Source: an optimization exercise on an open RTL-to-GDS flow (aim: small area, a short achievable clock period and few clock cycles per item). Production flows keep margins and buffers that such runs may drop. In this exercise RTL edits were held to simulation tests only and were not proved equivalent to the original.

==> flow/design.v (outline; a module is shown in full before it is edited, if it fits) <==
// module arctan: 3204 lines
// module arctan_fa: 4 lines
// module arctan_ha: 4 lines
// module arctan_top: 29 lines
module arctan_top(
	input             clk,
	input             rst,
	input             in_valid,
	output            in_ready,
	input      [31:0] inx,
	input      [31:0] iny,
	output reg        out_valid,
	output reg [31:0] out
);
  // ...
==> flow/run.sh <==
#!/bin/bash
# synth_recipe.tcl (not shown) runs the flow's synth.tcl, then flattens the netlist and writes it again
# the make line also repeats each setting of config.mk as NAME=value (left out here)
make -C /OpenROAD-flow-scripts/flow DESIGN_CONFIG=/design/flow/config.mk WORK_HOME=/design/flow/orfs CLKGATE_MAP_FILE= SYNTH_SCRIPT=/design/flow/synth_recipe.tcl finish
==> flow/config.mk <==
export PLATFORM = sky130hd
export DESIGN_NAME = arctan_top
export DESIGN_NICKNAME = arctan_top
export VERILOG_FILES = /design/flow/design.v
export SDC_FILE = /design/flow/constraint.sdc
export NUM_CORES = 4
export LEC_CHECK = 0
export CAP_MARGIN = 20
export CORE_MARGIN = 2
export CORE_UTILIZATION = 40
export CTS_BUF_LIST = sky130_fd_sc_hd__clkbuf_8
export CTS_CLUSTER_DIAMETER = 84
export CTS_CLUSTER_SIZE = 14
export SLEW_MARGIN = 20
export SYNTH_HIERARCHICAL = 1
export SYNTH_MINIMUM_KEEP_SIZE = 0
==> flow/constraint.sdc <==
create_clock -name core_clock -period 200.0 [get_ports {clk}]
set_input_delay 40.0000 -clock core_clock [delete_from_list [all_inputs] [get_ports {clk}]]
set_output_delay 40.0000 -clock core_clock [all_outputs]
set_load 0.01 [all_outputs]
==> impl_metrics.csv, run 1 <==
group,metric,value,unit
run_status,outcome,"complete, no violations",
global_route,use_met2,28.8,%
worst_setup_path,worst-path-stages,1,
worst_setup_path,critPathTopFamily,"buffers and inverters",
sta,fin_crit,41530,ps
sta,finalHoldViolations,0,
cells_and_area,multi_input_area_share,68.8,%
cells_and_area,nClkBuffers,47,
synth,synth_compound_area_share,1.52,%
global_route,antenna_found_initial,3,
routing,ant_nets,0,
synth,synth_mux_area_share,0.0437,%
cells_and_area,multi_input_comb_area,34000,sq um
cells_and_area,seqCellArea,10100,sq um
sta,finalCritPeriodShare,20.8,%
sta,fin_tns_setup,0,ps
synth,synth_top_family_by_area,"adder cells",
worst_setup_path,crit_start,"out_valid",
routing,wl_met2,45400,um
synth,yosysUniqueCellTypes,63,
synth,avgSynthCellArea,13.6,sq um
sta,hold_ws,325,ps
Testbench counts, summed over its fixed seeds: cycles 3,264, items 3,200.
==> inputs of run 2 (changes only) <==
==> flow/flow/run.sh (new file) <==
#!/bin/bash
# The standard layout (standard.sh), with plain buf_2 cells as the port
# buffers instead of the delay buffer the resizer picks by default.
# make's full output goes to flow_make.log; ORFS keeps each step's log under orfs/logs/.
set -euo pipefail
BUFFER_PORTS_ARGS="-buffer_cell sky130_fd_sc_hd__buf_2" bash standard.sh finish > flow_make.log 2>&1
==> flow/standard.sh (new file) <==
#!/bin/bash
# synth_recipe.tcl (not shown) runs the flow's synth.tcl, then flattens the netlist and writes it again
# the make line also repeats each setting of config.mk as NAME=value (left out here)
make -C /OpenROAD-flow-scripts/flow DESIGN_CONFIG=/design/flow/config.mk WORK_HOME=/design/flow/orfs CLKGATE_MAP_FILE= SYNTH_SCRIPT=/design/flow/synth_recipe.tcl "${@:-finish}"
removed: flow/run.sh
==> impl_metrics.csv, run 2 <==
group,metric,value,unit
sta,worstMarginPinSlew,993,ps
clock_tree,path_clk_slew,90,ps
worst_setup_path,r2r-end,"u_arctan.rf_3",
synth,avgSynthCellArea,13.6,sq um
routing,met3_wirelength,3060,um
cells_and_area,synthToLayoutAreaGrowth,6.81,%
worst_setup_path,critPathKind,"reg2out",
routing,top_layer,"met5",
sta,fin_crit,41130,ps
clock_tree,post-cts-setup-buffer-count,0,
flow_run,cap_violations,0,
die,start_util,40.2,%
global_route,grt_start_max_net_pins,35,
clock_tree,clockBufferDepth,3,
sta,finalClockSkew,37.2,ps
min_path,min_to,"u_arctan.rd_3[8]",
global_route,antenna_found_initial,4,
die,chipWidth,343,um
cells_and_area,final_common_cell,"fa_1",
global_route,grt_pass1_wl,142000,um
synth,synth_edf_count,0,
worst_setup_path,cp_cell_sequence,"buf_2",
place,hpwl,76400,um
worst_setup_path,start_kind,"register",
clock_tree,numCtsBuffers,45,
routing,drt-initial-drc-count,641,
synth,ys_seq_area_share,21.9,%
worst_setup_path,critPathArrivalTime,1130,ps
sta,maxSlewViolCount,0,
cells_and_area,drive_above_1_share,6.42,%
cells_and_area,seqCellArea,10100,sq um
min_path,hold_path_depth,0,
routing,drtPass1Iterations,4,
die,die_y,343,um
routing,finalWirelength,85000,um
global_route,grtUsageTotal,15.6,%
synth,synth_flop_cell,"dfxtp_1",
worst_setup_path,critPathMaxStageDelay,330,ps
min_path,hp-start,"u_arctan.rd_2[8]",
sta,slew_headroom,33.7,%
sta,rsz0062_at_grt,"no",
worst_setup_path,r2r_cells,109,
worst_setup_path,end_kind,"primary output",
cells_and_area,most-common-layout-cells,"1130 x fa_1, 500 x dfxtp_1, 399 x xnor2_1, 394 x inv_1, 284 x ha_1",
routing,wl_met1,35300,um
synth,synth-seq-cells,502,
routing,wl_met2,44600,um
worst_setup_path,r2r-start,"u_arctan.ru_2[0]",
synth,yosys-top-cells-area,"fa_1 49%, dfxtp_1 22%, xnor2_1 7.9%",
worst_setup_path,cp_max_fo,1,
synth,synth_top_cells_by_count,"1130 x fa_1, 502 x dfxtp_1, 415 x xnor2_1, 390 x inv_1, 284 x ha_1",
synth,yosys_warnings,8,
sta,finalCritPeriodShare,20.6,%
clock_tree,root_buffer,"clkbuf_8",
synth,syn_area,45900,sq um
synth,synthCells,3365,
clock_tree,clk_latency,680,ps
clock_tree,cts_hold_buf,0,
place,routabilityCongestion,0.917,
routing,post_drt_via_cell_ratio,4.50,
global_route,grt_pass1_vias,26700,
worst_setup_path,crit_buf_inv,1,
synth,synth.most_common_cell,"fa_1",
clock_tree,cts_resized,0,
routing,ant_nets,0,
sta,finalHoldViolations,0,
die,design.core.area,114000,sq um
cells_and_area,multi_input_comb_area,34000,sq um
synth,synth_top_cell_by_area,"fa_1",
sta,fmax,24.3,MHz
routing,wl_per_cell,17.0,um
cells_and_area,fillers,10700,
die,rows,124,
place,port_buffers,99,
worst_setup_path,critPathTopFamily,"flip-flops",
routing,route.detailed.drc,0,
sta,setup_viol,0,
sta,fin_tns_setup,0,ps
cells_and_area,fin_nets,4936,
clock_tree,cts_tree,"done",
run_status,outcome,"complete, no violations",
die,ioPinCount,101,
worst_setup_path,crit_required,160000,ps
die,dieArea,117000,sq um
routing,vias,22400,
synth,synthDominantCellAreaShare,49.3,%
global_route,overflow,0,
clock_tree,cts_sinks,502,
min_path,hp-class,"reg2reg",
sta,hold_ws,323,ps
synth,ys_async_sr_fraction,0,%
synth,yosysUniqueCellTypes,63,
worst_setup_path,reg2reg_slack,159120,ps
clock_tree,cts_htree_levels,2,
worst_setup_path,cp_slowest_cell,"dfxtp_1",
## run 2: modules after synthesis, one instance, submodules excluded
module	times used	flip-flops and latches	cell area (sq um)
arctan_ha	268	0	12.5
arctan	1	398	17700
arctan_top	1	104	2140
arctan_fa	1130	0	20.0
## run 2: cell type report
cell class / instances / share of cell area, %
Clock buffer: 49 / 1.38
Clock inverter: 14 / 0.327
Multi-Input combinational cell: 2388 / 69.5
Sequential cell: 502 / 20.5
Inverter: 391 / 3.00
Timing Repair Buffer: 127 / 1.44
Antenna cell: 3 / 0.0153
Tap cell: 1512 / 3.86
## run 2: cells by family after synthesis
logic type,share of synthesized area (%)
xor+xnor,13.1
fa+ha+maj,57.1
mux,0.0437
buf+inv,4.28
compound gates,1.52
flops,21.9
simple gates,2.08
other cells,0.0164
## run 2: per-stage QoR
step	util [%]	setup WS (ps)	area [sq um]	instances
3_5_place_dp	42.2	159120	48100	4920
4_1_cts	42.9	158770	49000	4983
6_report	42.9	158870	49000	4986
5_1_grt	42.9	157630	49000	4985
2_1_floorplan	-	158170	45900	3378
3_3_place_gp	42.2	159600	48100	4919
## run 2: metal layers
metal  up-vias  GRT usage [%]
met3       101           2.32
li1      10300              -
met2       274           28.1
met4         2           3.99
met5         -              0
met1     11700           19.5
## run 2: how the worst max path moves through the flow
stage | to | depth (start not counted) | start | slack [ps]
3_5_place_dp | u_arctan.rf_3 | 109 | u_arctan.ru_2[0] | 159120
4_1_cts | out[27] | 1 | out[27] | 158770
3_3_place_gp | out_valid | 1 | out_valid | 159600
2_1_floorplan | u_arctan.rv_4[17] | 110 | u_arctan.ru_3[0] | 158170
5_1_grt | u_arctan.rf_3 | 109 | u_arctan.rx_2[9] | 157630
6_report | out[27] | 1 | out[27] | 158870

==> port drivers added, routing unchanged <==
The flow's constraints put no driver on any port. The routed layouts listed below were extracted and timed again, unchanged, in two steps. Step 1 (the two cells are an assumption about what drives the block):
set clk [get_ports {clk}]
set_driving_cell -lib_cell sky130_fd_sc_hd__clkbuf_16 $clk
set_driving_cell -lib_cell sky130_fd_sc_hd__buf_2 [delete_from_list [all_inputs] $clk]
Step 2 times the ports against the registers' clock, not the clock port: input delays grow and output delays shrink by t, the midpoint of the rising clock arrivals with the driver on. Three values: ideal ports, drivers, drivers and shift; two values: the first two.
| run | t, ns | setup WS [ns] | worst setup path after step 2 | latest minus earliest clock arrival (ns) | worst data-port slew with drivers (ns) |
|---|---|---|---|---|---|
| run 1 | 0.731 | 158.470 / 158.406 / 159.137 | register to output | 0.054 / 0.054 | 0.04 |
| run 2 | 0.724 | 158.866 / 158.801 / 159.122 | register to register | 0.039 / 0.039 | 0.04 |
After both steps every run listed still meets setup and hold.
